What follows belongs to an exercise in optimizing a design on an open flow for small area, a short achievable clock period and few clock cycles per item; a production flow would make more cautious choices.
No functional check of the RTL was part of any run shown here.

==> flow/design.v (outline; a module is shown in full before it is edited, if it fits) <==
// module mul_tree: 1301 lines
// module fa: 4 lines
// module bpp: 3 lines
// module ha: 4 lines
// module proc: 203 lines
module proc(
    i_clk    ,
    i_rstn   ,
    i_en     ,
    i_grant_rd  ,
    i_grant_wr  ,
    i_valid  ,
    i_instr ,
    i_data ,
    o_addr  ,
    o_finish ,
    o_req_rd,
    o_req_wr,
    o_ack    ,
    o_data   ,
    o_wr_size ,
    o_busy
);
  // ...
==> flow/run.sh <==
#!/bin/bash
# synth_recipe.tcl (not shown) runs the flow's synth.tcl, then flattens the netlist and writes it again
# the make line also repeats each setting of config.mk as NAME=value (left out here)
make -C /OpenROAD-flow-scripts/flow DESIGN_CONFIG=/design/flow/config.mk WORK_HOME=/design/flow/orfs CLKGATE_MAP_FILE= SYNTH_SCRIPT=/design/flow/synth_recipe.tcl finish
==> flow/config.mk <==
export PLATFORM = sky130hd
export DESIGN_NAME = proc
export DESIGN_NICKNAME = proc
export VERILOG_FILES = /design/flow/design.v
export SDC_FILE = /design/flow/constraint.sdc
export NUM_CORES = 4
export LEC_CHECK = 0
export ABC_CLOCK_PERIOD_IN_PS = 4000
export CAP_MARGIN = 20
export CORE_MARGIN = 2
export CORE_UTILIZATION = 50
export SLEW_MARGIN = 20
export SYNTH_HIERARCHICAL = 1
==> flow/constraint.sdc <==
create_clock -name core_clock -period 11.0 [get_ports {i_clk}]
set_input_delay 2.2000 -clock core_clock [delete_from_list [all_inputs] [get_ports {i_clk}]]
set_output_delay 2.2000 -clock core_clock [all_outputs]
set_load 0.01 [all_outputs]
==> load_flow_metrics.sql, run 1 <==
INSERT INTO impl_metrics (metric_group, metric, value, unit) VALUES
('grt', 'grt_first_pass_wirelength', '225000', 'um'),
('synthesis', 'synth_cell_area', '0.0441', 'mm2'),
('finish', 'nClkBuffers', '94', ''),
('finish', 'design.seq.count', '600', ''),
('run_status', 'run_status', 'timing/DRC/antenna clean', ''),
('drt', 'drtPass1Iterations', '10', ''),
('synthesis', 'synthesis.area_per_instance', '10.8', 'um2'),
('min_path', 'worst_hold_startpoint', 'areg[106]$_DFFE_PP_', ''),
('drt', 'maxUsedRoutingLayer', 'met5', ''),
('grt', 'initial_antenna_violation_count', '13', ''),
('sta', 'worst_hold_slack', '0.377', 'ns'),
('finish', 'antennaDiodeCount', '7', ''),
('worst_setup_path', 'crit_cells', '20', ''),
('finish', 'multi_input_gates', '3142', ''),
('synthesis', 'post_synth_and_or_nand_nor_area_fraction', '0.0932', ''),
('synthesis', 'compound_cell_area_share_of_the_yosys_netlist', '0.215', ''),
('finish', 'final_layout_size_suffix_gt1_frac', '0.134', ''),
('sta', 'setup_tns', '0', 'ns'),
('min_path', 'holdCritPathClass', 'reg -> reg', ''),
('worst_setup_path', 'timing.critical_path.max_delay_family', 'adder cells', ''),
('clock_tree', 'cts_buffers', '72', ''),
('sta', 'final_hold_viol_count', '0', ''),
('floorplan', 'row_count', '108', ''),
('floorplan', 'initial_utilization', '0.506', ''),
('drt', 'vias_per_cell', '6.27', ''),
('synthesis', 'yosysWarningCount', '7', ''),
('min_path', 'worst_hold_path.num_cells', '0', ''),
('worst_setup_path', 'cp_slowest_stage_delay', '0.83', 'ns'),
('synthesis', 'seq_area_frac_synth', '0.368', ''),
('finish', 'multi_input_area_share', '0.523', '');
==> run 2, diff against run 1 <==
--- a/flow/config.mk
+++ b/flow/config.mk
@@ -10,4 +10,5 @@
 export CORE_MARGIN = 2
 export CORE_UTILIZATION = 50
+export SETUP_SLACK_MARGIN = 5
 export SLEW_MARGIN = 20
 export SYNTH_HIERARCHICAL = 1
==> load_flow_metrics.sql, run 2 <==
INSERT INTO impl_metrics (metric_group, metric, value, unit) VALUES
('synthesis', 'ys_dominant_reg_cell', 'sky130_fd_sc_hd__edfxtp_1', ''),
('worst_setup_path', 'cpMostUsedCell', 'sky130_fd_sc_hd__fa_1', ''),
('synthesis', 'synth_largest_type_area_fraction', '0.280', ''),
('clock_tree', 'cts-htree-levels', '3', ''),
('synthesis', 'seq_area_frac_synth', '0.368', ''),
('min_path', 'worst_hold_path.endpoint', 'ahold3[5]$_DFF_P_', ''),
('floorplan', 'overall_die_height', '301', 'um'),
('min_path', 'worst_hold_path.num_cells', '0', ''),
('synthesis', 'synth_area_in_adders', '0.148', ''),
('sta', 'final_hold_viol_count', '0', ''),
('clock_tree', 'cts_buffer_depth', '3', ''),
('grt', 'gr-usage-all-layers', '0.352', ''),
('worst_setup_path', 'startpoint_type', 'flip-flop', ''),
('clock_tree', 'clk_root_buffer_cell', 'sky130_fd_sc_hd__clkbuf_16', ''),
('min_path', 'worst_hold_startpoint', 'areg[101]$_DFFE_PP_', ''),
('sta', 'setup-violations-final', '0', ''),
('sta', 'timing.fmax', '0.155', 'GHz'),
('synthesis', 'post_synth_and_or_nand_nor_area_fraction', '0.0932', ''),
('synthesis', 'synth_cell_area', '0.0441', 'mm2'),
('clock_tree', 'clock_latency_of_the_later_clocked_register_in_the_worst_skew_pair', '0.64', 'ns'),
('clock_tree', 'cts_buffers', '71', ''),
('finish', 'layout_common_cells', '458 x sky130_fd_sc_hd__xnor2_1, 411 x sky130_fd_sc_hd__edfxtp_1, 285 x sky130_fd_sc_hd__clkdlybuf4s50_1, 272 x sky130_fd_sc_hd__a22oi_2, 263 x sky130_fd_sc_hd__nor2_1', ''),
('synthesis', 'ys_ff_latch', '600', ''),
('finish', 'most_frequent_standard_cell_in_the_layout_excluding_fill_and_tap_cells', 'sky130_fd_sc_hd__xnor2_1', ''),
('synthesis', 'biggest_area_consumer_among_synthesized_cells', 'sky130_fd_sc_hd__edfxtp_1', ''),
('drt', 'drtPass1Iterations', '10', ''),
('grt', 'grt_first_pass_wirelength', '235000', 'um'),
('sta', 'rsz0062_at_grt', 'yes', ''),
('synthesis', 'compound_cell_area_share_of_the_yosys_netlist', '0.215', ''),
('worst_setup_path', 'cp_data_arrival_time', '6.97', 'ns'),
('grt', 'grt_util_met1', '0.503', ''),
('sta', 'timing.clock.skew', '0.0292', 'ns'),
('synthesis', 'synth.area.top_cells', 'sky130_fd_sc_hd__edfxtp_1 28%, sky130_fd_sc_hd__xnor2_1 9.6%, sky130_fd_sc_hd__fa_1 9.1%', ''),
('finish', 'final_core_util', '0.625', ''),
('finish', 'final_non_filler_cell_total', '5741', ''),
('synthesis', 'synth_common_cells', '484 x sky130_fd_sc_hd__xnor2_1, 411 x sky130_fd_sc_hd__edfxtp_1, 273 x sky130_fd_sc_hd__nor2_1', ''),
('synthesis', 'post-synth-top-count-cell', 'sky130_fd_sc_hd__xnor2_1', ''),
('sta', 'finalWorstPathRequiredPeriod', '6.46', 'ns'),
('drt', 'wl_per_cell', '28.7', 'um'),
('sta', 'setup_tns', '0', 'ns'),
('sta', 'worst_hold_slack', '0.384', 'ns'),
('drt', 'dr_total_vias', '36400', ''),
('drt', 'drtIter0Drc', '4627', ''),
('synthesis', 'synthesis.area_per_instance', '10.8', 'um2'),
('placement', 'post-dp-hpwl', '118000', 'um'),
('worst_setup_path', 'worst-r2r-cell-count', '21', ''),
('floorplan', 'pin_count', '320', ''),
('clock_tree', 'cts_tree', 'built', ''),
('sta', 'tightestPinTransition', '1.26', 'ns'),
('finish', 'final_layout_size_suffix_gt1_frac', '0.203', ''),
('synthesis', 'yosysWarningCount', '7', ''),
('drt', 'totalWireLength', '165000', 'um'),
('grt', 'groute.layer.met2.usage', '0.525', ''),
('grt', 'grt.overflow.total', '0', ''),
('finish', 'fillCellCount', '7164', ''),
('synthesis', 'yosys-mux-area-fraction', '0.0290', ''),
('placement', 'gp_routability_congestion', '0.927', ''),
('finish', 'area_delta_synth_final', '23.5', '%'),
('floorplan', 'core_area', '0.0870', 'mm2'),
('worst_setup_path', 'crit-reg2reg-capture', 's1_r1[31]$_DFF_P_', ''),
('grt', 'largest_net_degree_at_the_start_of_global_routing', '71', ''),
('worst_setup_path', 'worstReg2RegStart', 'seq_lane[0]$_DFFE_PN0P_', ''),
('grt', 'busiest_layer', 'met2', ''),
('worst_setup_path', 'critPathKind', 'reg -> reg', ''),
('worst_setup_path', 'kind_of_end_point_of_the_critical_path', 'flip-flop', ''),
('clock_tree', 'postCtsHoldBufs', '0', ''),
('floorplan', 'initial_utilization', '0.506', ''),
('synthesis', 'post_synth_xor_area_fraction', '0.111', ''),
('worst_setup_path', 'cp.required', '11.51', 'ns'),
('worst_setup_path', 'worst_path_max_delay_cell', 'sky130_fd_sc_hd__a222oi_1', ''),
('placement', 'dpl.cell_count', '5463', ''),
('drt', 'vias_per_cell', '6.34', ''),
('synthesis', 'synth.lib_cells_used.distinct', '92', ''),
('flow_run', 'timing.max_cap.violations', '0', ''),
('run_status', 'run_status', 'timing/DRC/antenna clean', ''),
('finish', 'biggestRegsByFlops', 'areg (128), breg (128), rreg (128)', ''),
('drt', 'route.antenna.remaining_nets', '0', ''),
('grt', 'met3_usage', '0.0802', ''),
('drt', 'residual_drc_count', '0', ''),
('worst_setup_path', 'timing.critical_path.cells', 'inv_4 > ha_4 > buf_12 > a222oi_1 > mux2i_4 > buf_12 > nand3b_1 > o21ai_2 > buf_12 > buf_4 > a22oi_2 > xnor2_1 > fa_1 > fa_1 > fa_1 > fa_1 > fa_2 > xor2_1 > xnor2_1 > xnor2_1 > xnor3_1', ''),
('placement', 'io_buffer_count', '319', ''),
('grt', 'initial_antenna_violation_count', '14', ''),
('clock_tree', 'cts.reportedPaths.clkPinSlew', '0.06', 'ns'),
('clock_tree', 'clock-sinks', '600', ''),
('worst_setup_path', 'worst-path-max-fanout', '7', ''),
('worst_setup_path', 'r2r_setup_slack', '4.54', 'ns'),
('floorplan', 'area_of_the_die', '0.0905', 'mm2'),
('floorplan', 'row_count', '108', ''),
('synthesis', 'async_reset_ff_frac', '0.0367', ''),
('sta', 'period_share', '0.587', ''),
('min_path', 'holdCritPathClass', 'reg -> reg', ''),
('sta', 'slew_viol_final', '0', ''),
('floorplan', 'fp.dieW', '301', 'um'),
('finish', 'layout.nets', '5080', ''),
('synthesis', 'syn_inst', '4067', ''),
('grt', 'grt_pass1_vias', '35300', ''),
('sta', 'slew-limit-headroom', '0.139', ''),
('synthesis', 'number_of_enable_type_register_cells_in_the_synthesized_netlist', '411', ''),
('worst_setup_path', 'cp_slowest_stage_delay', '1.01', 'ns'),
('synthesis', 'largest_family_of_logic_cells_by_synthesized_area', 'compound AO/OA/AOI/OAI gates', '');
-- run 2: cell types whose count changed in the layout (fill, tap and decap cells not counted), moves of 30 or more --
cell                              delta
sky130_fd_sc_hd__buf_4              +69
sky130_fd_sc_hd__clkdlybuf4s50_1    -34
sky130_fd_sc_hd__dlymetal6s2s_1     +30
sky130_fd_sc_hd__fa_1               -96
sky130_fd_sc_hd__fa_2               +96
-- run 2: cell type report --
class / instances / area [um2] / area share
antenna: 8 / 20.0 / 0.000368
clock buffer: 97 / 1980 / 0.0364
clock inverter: 34 / 279 / 0.00513
inverter: 159 / 602 / 0.0111
multi-input combinational: 3142 / 28100 / 0.516
sequential: 600 / 16200 / 0.299
tap: 1155 / 1450 / 0.0266
timing repair buffer: 546 / 5760 / 0.106
-- run 2: worst max path at each step --
stage / start / to / slack, ns
5_1_grt: seq_lane[0]$_DFFE_PN0P_ / s1_r1[31]$_DFF_P_ / 4.49
4_1_cts: seq_lane[0]$_DFFE_PN0P_ / s1_r1[31]$_DFF_P_ / 4.70
6_report: seq_lane[0]$_DFFE_PN0P_ / s1_r1[31]$_DFF_P_ / 4.54
3_5_place_dp: i_data[34] / rreg[62]$_DFFE_PP_ / 3.24
3_3_place_gp: i_data[34] / rreg[62]$_DFFE_PP_ / 3.29
2_1_floorplan: seq_lane[0]$_DFFE_PN0P_ / s1_r1[31]$_DFF_P_ / 3.31
-- run 2: kinds of logic (layout without fill, tap and decap cells) --
| group | after synthesis | in the layout |
|---|---|---|
| other cells | 1 | 25 |
| flops | 600 | 600 |
| simple gates | 845 | 845 |
| buf+inv | 341 | 836 |
| mux | 127 | 127 |
| fa+ha+maj | 400 | 400 |
| compound gates | 1198 | 1198 |
| xor+xnor | 555 | 555 |
-- run 2: stage by stage --
stage / instance area [um2] / setup slack, ns
after floorplan: 44500 / 3.31
after global placement: 49200 / 3.29
after detailed placement: 49200 / 3.24
after CTS: 53000 / 4.70
after global routing: 54400 / 4.49
final: 54400 / 4.54
-- run 2: timing repair --
action                                  4_1_cts  5_1_grt
resized for setup                           150      173
endpoints found under the setup margin       82       67
gates cloned                                  7       10
pin swaps                                    33       97
setup buffers                                75       46
-- run 2: modules after synthesis (local to each module, per instance) --
module | flip-flops and latches | area [um2] | cells | times used
fa | 0 | 20.0 | 1 | 196
bpp | 0 | 21.3 | 2 | 272
ha | 0 | 12.5 | 1 | 29
proc | 600 | 32800 | 3145 | 1
mul_tree | 0 | 1180 | 153 | 1
-- run 2: routing by layer --
metal,up-vias,part of all wire
met3,325,0.11
met5,-,0.00039
li1,16000,-
met2,2042,0.44
met4,12,0.035
met1,18000,0.42
-- run 2: critical path: cells and delay by family, from the launching register on --
kind                     cells  cell delay (ns)
AND/OR/NAND/NOR              1             0.17
adder cells (fa/ha/maj)      6             2.53
AO/OA/AOI/OAI                3             1.22
XOR/XNOR                     5             1.02
multiplexers                 1             0.16
flip-flops                   1             0.44
buffers and inverters        5             0.76

==> afterwards: timing with drivers on the ports <==
The flow's constraints put no driver on any port. The routed layouts listed below were extracted and timed again, unchanged, in two steps. Step 1 (the two cells are an assumption about what drives the block):
set clk [get_ports {i_clk}]
set_driving_cell -lib_cell sky130_fd_sc_hd__clkbuf_16 $clk
set_driving_cell -lib_cell sky130_fd_sc_hd__buf_2 [delete_from_list [all_inputs] $clk]
Step 2, shift: input delay + t, output delay - t, t = (earliest + latest rising clock arrival at the registers) / 2. This alone moves slack from input paths to output paths. Three values: no drivers, after step 1, after step 2; two values: the first two.
| run | shift t [ns] | slack for setup (ns) | worst data-port slew with drivers (ns) |
|---|---|---|---|
| run 1 | 0.693 | 3.337 / 3.337 / 3.199 | 0.14 |
| run 2 | 0.702 | 4.543 / 4.543 / 4.427 | 0.14 |
After both steps setup and hold are still met in every run listed. The setup slack of run 1, which loses most, moves by 0.000 ns with the drivers and by -0.138 ns with both steps.
